This design comes from an exercise in tuning for small area on the open sky130 flow, not from production work.
The RTL was checked by simulation tests, not by an equivalence proof against the original design.
Power is estimated from default activity; no workload was simulated.

$ cat run.sh
#!/bin/bash
# synth_recipe.tcl (not shown) runs the flow's synth.tcl, then flattens the netlist and writes it again
# the make line also repeats each setting of config.mk as NAME=value (left out here)
make -C /OpenROAD-flow-scripts/flow DESIGN_CONFIG=/design/flow/config.mk WORK_HOME=/design/flow/orfs CLKGATE_MAP_FILE= SYNTH_SCRIPT=/design/flow/synth_recipe.tcl finish
$ cat config.mk
export PLATFORM = sky130hd
export DESIGN_NAME = game
export DESIGN_NICKNAME = game
export VERILOG_FILES = /design/flow/design.v
export SDC_FILE = /design/flow/constraint.sdc
export NUM_CORES = 4
export LEC_CHECK = 0
export CAP_MARGIN = 20
export CORE_MARGIN = 2
export CORE_UTILIZATION = 40
export PLACE_DENSITY = 0.6
export SLEW_MARGIN = 20
$ cat constraint.sdc
create_clock -name core_clock -period 8.0 [get_ports {CLOCK_50}]
set_input_delay 1.6000 -clock core_clock [delete_from_list [all_inputs] [get_ports {CLOCK_50}]]
set_output_delay 1.6000 -clock core_clock [all_outputs]
set_load 0.01 [all_outputs]
$ cat design.v
module hex_decoder(hex_digit, segments);
    input [3:0] hex_digit;
    output reg [6:0] segments;
    always @(*)
        case (hex_digit)
            4'h0: segments = 7'b100_0000;
            4'h1: segments = 7'b111_1001;
            4'h2: segments = 7'b010_0100;
            4'h3: segments = 7'b011_0000;
            4'h4: segments = 7'b001_1001;
            4'h5: segments = 7'b001_0010;
            4'h6: segments = 7'b000_0010;
            4'h7: segments = 7'b111_1000;
            4'h8: segments = 7'b000_0000;
            4'h9: segments = 7'b001_1000;
            4'hA: segments = 7'b000_1000;
            4'hB: segments = 7'b000_0011;
            4'hC: segments = 7'b100_0110;
            4'hD: segments = 7'b010_0001;
            4'hE: segments = 7'b000_0110;
            default: segments = 7'b000_1110;
        endcase
endmodule
module bcd_decoder(d, seg);
    input [3:0] d;
    output [6:0] seg;
    wire A = d[3], B = d[2], C = d[1], D = d[0];
    wire a = A | C | (B & D) | (~B & ~D);
    wire b = ~B | (~C & ~D) | (C & D);
    wire c = B | ~C | D;
    wire dd = (~B & ~D) | (C & ~D) | (B & ~C & D) | (~B & C);
    wire e = (~B & ~D) | (C & ~D);
    wire f = A | (~C & ~D) | (B & ~C) | (B & ~D);
    wire g = A | (B & ~C) | (~B & C) | (C & ~D);
    assign seg = ~{g, f, e, dd, c, b, a};
endmodule
module game (
    CLOCK_50, rst, KEY, SW,
    VGA_HS, VGA_VS, VGA_BLANK_N, VGA_SYNC_N, VGA_R, VGA_G, VGA_B,
    ps2_clk, ps2_data,
    HEX0, HEX1, HEX2, HEX3, HEX4, HEX5, HEX6, HEX7,
    LEDR,
    fb_we, fb_waddr, fb_wdata, fb_raddr, fb_rdata
    );
    parameter FAST_DIV   = 15;
    parameter SLOW_DIV   = 30;
    parameter SECOND_DIV = 249;
    input       CLOCK_50;
    input       rst;
    input       [17:0] SW;
    input       [3:0] KEY;
    input       ps2_clk;
    input       ps2_data;
    output [6:0] HEX0, HEX1, HEX2, HEX3, HEX4, HEX6, HEX5, HEX7;
    output [0:0] LEDR;
    output      VGA_HS;
    output      VGA_VS;
    output      VGA_BLANK_N;
    output      VGA_SYNC_N;
    output      [9:0] VGA_R;
    output      [9:0] VGA_G;
    output      [9:0] VGA_B;
    output      fb_we;
    output      [14:0] fb_waddr;
    output      [2:0] fb_wdata;
    output      [14:0] fb_raddr;
    input       [2:0] fb_rdata;
    wire clk = CLOCK_50;
    wire run = SW[17];
    reg [2:0] ps2_clk_s;
    reg [1:0] ps2_data_s;       
    reg [7:0] kb_shift;         
    reg [3:0] bit_count;
    reg [3:0] last_key;         
    reg key_released;
    reg w, a, s, d, up, left, down, right;
    wire ps2_fall = ps2_clk_s[2] & ~ps2_clk_s[1];
    always @(posedge clk) begin
        ps2_data_s <= {ps2_data_s[0], ps2_data};
        if (ps2_fall && !bit_count[3])
            kb_shift <= {ps2_data_s[1], kb_shift[7:1]};
    end
    reg [3:0] key_class;
    always @(*) begin
        case (kb_shift)
            8'h1D: key_class = 4'd1;    
            8'h1B: key_class = 4'd2;    
            8'h1C: key_class = 4'd3;    
            8'h23: key_class = 4'd4;    
            8'h75: key_class = 4'd5;    
            8'h72: key_class = 4'd6;    
            8'h6B: key_class = 4'd7;    
            8'h74: key_class = 4'd8;    
            8'hF0: key_class = 4'd9;
            default: key_class = 4'd0;
        endcase
    end
    always @(posedge clk) begin
        if (rst) begin
            ps2_clk_s <= 3'b111;
            bit_count <= 0;
            last_key <= 0;
            key_released <= 0;
            w <= 0; a <= 0; s <= 0; d <= 0;
            up <= 0; left <= 0; down <= 0; right <= 0;
        end else begin
            ps2_clk_s <= {ps2_clk_s[1:0], ps2_clk};
            if (ps2_fall) begin
                if (bit_count == 4'd10) begin
                    last_key <= key_class;
                    bit_count <= 0;
                end else
                    bit_count <= bit_count + 1'b1;
            end
            key_released <= (last_key == 4'd9);
            if (last_key == 4'd1) w <= ~key_released;
            if (last_key == 4'd2) s <= ~key_released;
            if (last_key == 4'd3) a <= ~key_released;
            if (last_key == 4'd4) d <= ~key_released;
            if (last_key == 4'd5) up <= ~key_released;
            if (last_key == 4'd6) down <= ~key_released;
            if (last_key == 4'd7) left <= ~key_released;
            if (last_key == 4'd8) right <= ~key_released;
        end
    end
    reg [7:0] sec_count;
    reg sec_clkout;
    reg [3:0] counter0, counter1, counter2, counter3;
    wire sec_tick = run & ~sec_clkout & (sec_count == SECOND_DIV);
    always @(posedge clk) begin
        if (rst) begin
            sec_count <= 0;
            sec_clkout <= 0;
        end else if (run) begin
            if (sec_count == SECOND_DIV) begin
                sec_count <= 0;
                sec_clkout <= ~sec_clkout;
            end else
                sec_count <= sec_count + 1'b1;
        end
    end
    always @(posedge clk) begin
        if (rst) begin
            counter0 <= 0;
            counter1 <= 0;
            counter2 <= 0;
            counter3 <= 0;
        end else if (sec_tick) begin
            if (counter0 != 4'd9)
                counter0 <= counter0 + 1'b1;
            else begin
                counter0 <= 0;
                counter1 <= counter1 + 1'b1;
            end
            if (counter1 == 4'd9) begin
                counter1 <= 0;
                counter2 <= counter2 + 1'b1;
            end
            if (counter2 == 4'd9) begin
                counter2 <= 0;
                counter3 <= counter3 + 1'b1;
            end
        end
    end
    wire fast = counter1[0];
    bcd_decoder hx0(counter0, HEX0);
    bcd_decoder hx1(counter1, HEX1);
    bcd_decoder hx2(counter2, HEX2);
    hex_decoder hx3(counter3, HEX3);
    reg [4:0] mv_count;
    reg mv_clkout;
    wire mv_wrap = fast ? (mv_count >= FAST_DIV) : (mv_count >= SLOW_DIV);
    wire mv_tick = run & ~mv_clkout & mv_wrap;
    always @(posedge clk) begin
        if (rst) begin
            mv_count <= 0;
            mv_clkout <= 0;
        end else if (run) begin
            if (mv_wrap) begin
                mv_count <= 0;
                mv_clkout <= ~mv_clkout;
            end else
                mv_count <= mv_count + 1'b1;
        end
    end
    reg p1Dead, p2Dead;
    wire dead = p1Dead | p2Dead;
    wire reposition = ~KEY[0] | dead;
    wire dir_keep = KEY[3] | dead;
    wire [3:0] p1_sw = {a | SW[12], s | SW[11], w | SW[10], d | SW[9]};
    wire [3:0] p2_sw = {left | SW[3], down | SW[2], up | SW[1], right | SW[0]};
    function [1:0] turn;
        input [1:0] cs;
        input [3:0] sw;
        begin
            turn = cs;
            if (cs[0] == 1'b0) begin
                if (sw == 4'b0001) turn = 2'd1;
                else if (sw == 4'b1000) turn = 2'd3;
            end else begin
                if (sw == 4'b0010) turn = 2'd2;
                else if (sw == 4'b0100) turn = 2'd0;
            end
        end
    endfunction
    reg [1:0] cs1, ns1, cs2, ns2;
    always @(posedge clk) begin
        if (rst) begin
            cs1 <= 0; ns1 <= 0; cs2 <= 0; ns2 <= 0;
        end else begin
            ns1 <= turn(cs1, p1_sw);
            ns2 <= turn(cs2, p2_sw);
            cs1 <= dir_keep ? ns1 : 2'd0;
            cs2 <= dir_keep ? ns2 : 2'd0;
        end
    end
    reg [7:0] t1x, t2x;
    reg [6:0] t1y, t2y;
    always @(posedge clk) begin
        if (rst) begin
            t1x <= 8'd25;  t1y <= 7'd100;
            t2x <= 8'd135; t2y <= 7'd100;
        end else if (mv_tick) begin
            if (reposition) begin
                t1x <= 8'd25;  t1y <= 7'd100;
                t2x <= 8'd135; t2y <= 7'd100;
            end else begin
                if (cs1 == 2'd1) t1x <= t1x + 1'b1;
                if (cs1 == 2'd3) t1x <= t1x - 1'b1;
                if (cs1 == 2'd2) t1y <= t1y + 1'b1;
                if (cs1 == 2'd0) t1y <= t1y - 1'b1;
                if (cs2 == 2'd1) t2x <= t2x + 1'b1;
                if (cs2 == 2'd3) t2x <= t2x - 1'b1;
                if (cs2 == 2'd2) t2y <= t2y + 1'b1;
                if (cs2 == 2'd0) t2y <= t2y - 1'b1;
            end
        end
    end
    reg [7:0] i;
    reg [6:0] j;
    reg [7:0] x;            
    reg [6:0] y;            
    reg col_p1, col_p2;
    reg writeEn;
    reg [1:0] switch;
    reg [4:0] counter;
    wire heads = (t1x == t2x) && (t1y == t2y);
    wire die1 = heads || t1x == 8'd10 || t1x == 8'd149 || t1y == 7'd17 || t1y == 7'd108;
    wire die2 = heads || t2x == 8'd10 || t2x == 8'd149 || t2y == 7'd17 || t2y == 7'd108;
    wire clear_done = (i == 8'd148) && (j == 7'd107);
    wire cnt_wrap = fast ? (counter >= FAST_DIV - 1) : (counter >= SLOW_DIV - 1);
    always @(posedge clk) begin
        if (rst) begin
            p1Dead <= 0;
            p2Dead <= 0;
            i <= 8'd11;
            j <= 7'd18;
            writeEn <= 0;
            switch <= 0;
            counter <= 0;
        end else if (reposition) begin
            writeEn <= 1;
            if (j == 7'd107) begin
                if (i == 8'd148) begin
                    p1Dead <= 0;
                    p2Dead <= 0;
                    i <= 8'd11;
                    writeEn <= 0;
                end else
                    i <= i + 1'b1;
                j <= 7'd18;
            end else
                j <= j + 1'b1;
        end else begin
            if (switch == 2'd0) begin
                if (die1) p1Dead <= 1;
                else begin
                    writeEn <= 1;
                    switch <= 2'd1;
                end
            end else if (switch == 2'd1) begin
                if (die2) p2Dead <= 1;
                else begin
                    writeEn <= 1;
                    switch <= 2'd2;
                end
            end else
                writeEn <= 0;
            if (cnt_wrap) begin
                counter <= 0;
                switch <= 0;
            end else
                counter <= counter + 1'b1;
        end
    end
    always @(posedge clk) begin
        if (reposition) begin
            x <= i;
            y <= j;
            col_p1 <= 0;
            col_p2 <= 0;
        end else if (switch == 2'd0) begin
            if (!die1) begin
                x <= t1x;
                y <= t1y;
                col_p1 <= 1;
                col_p2 <= 0;
            end
        end else if (switch == 2'd1) begin
            if (!die2) begin
                x <= t2x;
                y <= t2y;
                col_p1 <= 0;
                col_p2 <= 1;
            end
        end
    end
    assign fb_we = writeEn & (x < 8'd160) & (y < 7'd120);
    assign fb_waddr = {({1'b0, y, 2'b00} + {3'b000, y} + {7'b0, x[7:5]}), x[4:0]};
    assign fb_wdata = {col_p2, 1'b0, col_p1};
    assign LEDR[0] = dead;
    reg repos_q;            
    reg key2_q, key1_q;
    reg [3:0] sc_p1, sc_p2, hn_p1, hn_p2;
    always @(posedge clk)
        repos_q <= reposition;
    always @(posedge clk) begin
        if (rst) begin
            key2_q <= 0; key1_q <= 0;
            sc_p1 <= 0; sc_p2 <= 0; hn_p1 <= 0; hn_p2 <= 0;
        end else begin
            key2_q <= ~KEY[2];
            key1_q <= ~KEY[1];
            if (p2Dead && !repos_q) sc_p1 <= (sc_p1 == 4'd9) ? 4'd0 : sc_p1 + 1'b1;
            if (p1Dead && !repos_q) sc_p2 <= (sc_p2 == 4'd9) ? 4'd0 : sc_p2 + 1'b1;
            if (~KEY[2] && !key2_q) hn_p1 <= (hn_p1 == 4'd9) ? 4'd0 : hn_p1 + 1'b1;
            if (~KEY[1] && !key1_q) hn_p2 <= (hn_p2 == 4'd9) ? 4'd0 : hn_p2 + 1'b1;
        end
    end
    bcd_decoder hx6(sc_p1, HEX6);
    bcd_decoder hx4(sc_p2, HEX4);
    bcd_decoder hx7(hn_p1, HEX7);
    bcd_decoder hx5(hn_p2, HEX5);
    reg [9:0] xCounter, yCounter;
    wire x_end = (xCounter == 10'd799);
    wire y_end = (yCounter == 10'd524);
    always @(posedge clk) begin
        if (rst) begin
            xCounter <= 0;
            yCounter <= 0;
        end else begin
            xCounter <= x_end ? 10'd0 : xCounter + 1'b1;
            if (x_end)
                yCounter <= y_end ? 10'd0 : yCounter + 1'b1;
        end
    end
    wire [7:0] sx = xCounter[9:2];
    wire [6:0] sy = yCounter[8:2];
    assign fb_raddr = {({1'b0, sy, 2'b00} + {3'b000, sy} + {7'b0, sx[7:5]}), sx[4:0]};
    wire x_lt2 = (xCounter < 10'd2);
    assign VGA_HS = ~((xCounter >= 10'd661) && (xCounter <= 10'd756));
    assign VGA_VS = ~(x_lt2 ? (yCounter == 10'd494 || yCounter == 10'd495)
                            : (yCounter == 10'd493 || yCounter == 10'd494));
    assign VGA_BLANK_N = (xCounter >= 10'd2) && (xCounter <= 10'd641) && (yCounter < 10'd480);
    assign VGA_SYNC_N = 1'b1;
    assign VGA_R = {10{fb_rdata[2]}};
    assign VGA_G = {10{fb_rdata[1]}};
    assign VGA_B = {10{fb_rdata[0]}};
endmodule
==> flow_summary.ini <==
[timing]
finalSetupTns_ns = 0
tightest_slew_ns = 0.890
fin_skew_ns = 0.0130
grt_setup_unrepaired = false
final-hold-violation-count = 0
relSlewSlack_pct = 39.1
max_freq_mhz = 195
period_needed_ns = 5.13
setup-violations-final = 0
period_share_pct = 64.1
fin_ws_ns = 2.87
maxSlewViolCount = 0

[setup_path]
slowest_stage = clkdlybuf4s50_1
critPathRequiredTime_ns = 6.40
critical_path_arrival_ns = 3.53
critPathKind = reg -> out
cpMostUsedCell = inv_1
crit_fanout = 6
worstReg2RegStart = cs1[0]
crit_chain = inv_1, fa_1, inv_1, ha_1, a21o_1, a21oi_1, nor2b_1, o21a_1, o41a_1, xor2_1, clkdlybuf4s50_1
crit_path_end_kind = output pin
max_stage_delay_ns = 0.56
crit_start = xCounter[9]
cp-start-kind = flip-flop

[layout]
syn2layout_area_growth_pct = 14.1
nets = 1527
multi_input_area_um2 = 6850
nFillCells = 2788
n_antenna_cell = 0
seqCellArea_um2 = 3970
layout-drive-gt1-share_pct = 4.40

[global_routing]
grt.busiest_layer = met2
gr-total-overflow = 0
use_met3_pct = 2.91
met2_usage_pct = 26.5
gr-usage-all-layers_pct = 16.7
grt_pass1_wl_mm = 42.3
grt_max_degree = 69
first_global_vias = 8629
antenna_found_initial = 0
use_met1_pct = 23.2

[synth]
synth.avg_cell_area_um2 = 8.35
yosys.area.top_type = dfxtp_1
synth_warnings = 2
syn_area_um2 = 11600
ys_ff_latch = 187
synthTopCellsByArea = dfxtp_1 28%, ha_1 7.8%, edfxtp_1 6.0%
syn-instance-count = 1389
yosysMostFrequentCell = nor2_1
synth_commonest_cells = 169 x nor2_1, 164 x dfxtp_1, 103 x a21oi_1
async_flop_share_pct = 0
ys_seq_area_share_pct = 34.3
ys_types = 78
synthFlopType = dfxtp_1
synth.top_cell.area_share_pct = 28.3
syn_nets = 1498
synth_edf_count = 23

[die]
start_util_pct = 40.5
ioPinCount = 154
placementRows = 62
die_height_um = 174
core_um2 = 28600
die-area_um2 = 30400
die_width_um = 174

[placed_design]
dp_hpwl_mm = 17.8
post-place-ws_ns = 3.10
io_buffers = 109
routabilityCongestion = 0.804

[clocking]
cts_hold_buf = 0
cts_sinks = 187
post_cts_resized = 0
clk_latency_ns = 0.45
clockRootBuffer = clkbuf_16
htree_num_levels = 4
cts_tree = built
numCtsBuffers = 17
clkTransAtPathRegs_ns = 0.08
postCtsSetupRepairBufs = 0
clockBufferDepth = 2

[route]
viasPerCell = 5.20
wl_per_cell_um = 13.6
wl_mm = 24.7
drc = 0
vias = 9445
dr.pass1.iters = 5
ant_nets = 0
drt-initial-drc-count = 604

[power_and_ir_drop]
ir_drop_mv = 0.0960
p_leak_nw = 5.17
power_density_nw_per_um2 = 163

[run_status]
outcome = no timing/DRC/antenna violations

[hold_path]
hold_class = reg -> reg
hold_start = ps2_data_s[0]

[flow_run]
max_cap_viol_count = 0
==> final timing paths <==
kind	end	slack (ns)	cells past startpoint
max	fb_raddr[13]	2.87	11
min	ps2_data_s[1]	0.33	0
max reg2reg	t1x[7]	4.74	8
min reg2reg	ps2_data_s[1]	0.33	0
==> layer usage <==
layer | up-vias | wire [um]
li1 | 4899 | -
met1 | 4382 | 12300
met2 | 137 | 11300
met3 | 27 | 812
met4 | 0 | 308
met5 | - | 0
==> final cells by class <==
class                           count  share of cell area (%)
Sequential cell                   187                    30.0
Inverter                           59                    1.67
Clock buffer                       19                    3.43
Tap cell                          384                    3.63
Multi-Input combinational cell   1040                    51.8
Timing Repair Buffer              113                    8.45
Clock inverter                     13                    1.02
==> cells by family after synthesis <==
group	Yosys count	share of synthesized area (%)
buffers and inverters	162	6.70
adders and majority gates	80	9.15
and+or+nand+nor	531	23.6
xor gates and xnor gates	107	8.08
AOI/OAI and AO/OA	296	16.0
other	2	0.0648
DFF	187	34.3
muxes	24	2.11
==> where the power goes <==
| group | internal, W | switching [W] | leakage, nW | total [W] |
|---|---|---|---|---|
| clock network | 0.000438 | 0.000426 | 0.289 | 0.000864 |
| registers | 0.000979 | 0.0000272 | 1.56 | 0.00101 |
| logic | 0.000143 | 0.000141 | 3.33 | 0.000284 |
==> worst max-delay path: cells and delay by family (launching register included) <==
| family | cells | cell delay, ns |
|---|---|---|
| and+or+nand+nor | 1 | 0.09 |
| adders and majority gates | 2 | 0.85 |
| xor gates and xnor gates | 1 | 0.15 |
| DFF | 1 | 0.33 |
| AOI/OAI and AO/OA | 4 | 0.93 |
| buffers and inverters | 3 | 0.75 |
==> metrics by stage <==
step                hold slack [ns]  util [%]  power, W  area (um2)  cells
floorplan                     0.310         -   0.00123       11600   1389
global placement              0.313      44.2   0.00131       12600   1783
detailed placement            0.317      44.2   0.00131       12600   1783
CTS                           0.335      46.2   0.00218       13200   1815
global route                  0.352      46.2   0.00226       13200   1815
finish                        0.333      46.2   0.00215       13200   1815
==> placed cells by master (no fill, tap or decap), types with 7 or more instances in the layout <==
master and count:
inv_1 57, xor2_1 42, fa_1 8, and2_1 18, nand4_1 20, o21a_1 16, nor2_1 169, a21oi_1 103
dfxtp_1 164, or3_1 15, o21ai_0 66, ha_1 72, xnor2_1 65, or2_2 14, nor2b_1 25, nand2_1 86
a22oi_1 16, clkbuf_16 18, nand3_1 46, a21o_1 10, nor4_1 11, nor4bb_1 8, a31oi_1 8, o21bai_1 7
nor3_1 35, nand3b_1 7, nand2b_1 32, nor3b_1 11, a211oi_1 10, and3_1 8, edfxtp_1 23, mux2i_1 22
clkdlybuf4s50_1 108
==> state kept, by name (all words and copies together) (netlist names), 8 cells and up <==
register and cells:
xCounter 10, yCounter 10, i 8, kb_shift 8, sec_count 8, t1x 8, t2x 8, x 8

## re-timing with driven ports
The results above use ideal ports. As a check the final layout listed here was re-extracted and re-timed, cells and wires unchanged. Step 1 assumes that a clkbuf_16 drives the clock port and a buf_2 every other input. Step 2 moves the port delays by t, midway between the first and last clock arrival at a register: inputs arrive t later, outputs are due t later. That takes back most of the time a late clock gives input paths. Slacks: ideal ports / drivers / drivers and shift; pairs: ideal ports / drivers.
t (ns): 0.489
setup WS [ns]: 2.868 / 2.820 / 3.089
hold slack, ns: 0.333 / 0.333 / 0.333
After both steps this run still meets setup and hold. For this run, drivers alone change the setup slack by -0.048 ns; drivers and shift together by +0.221 ns.
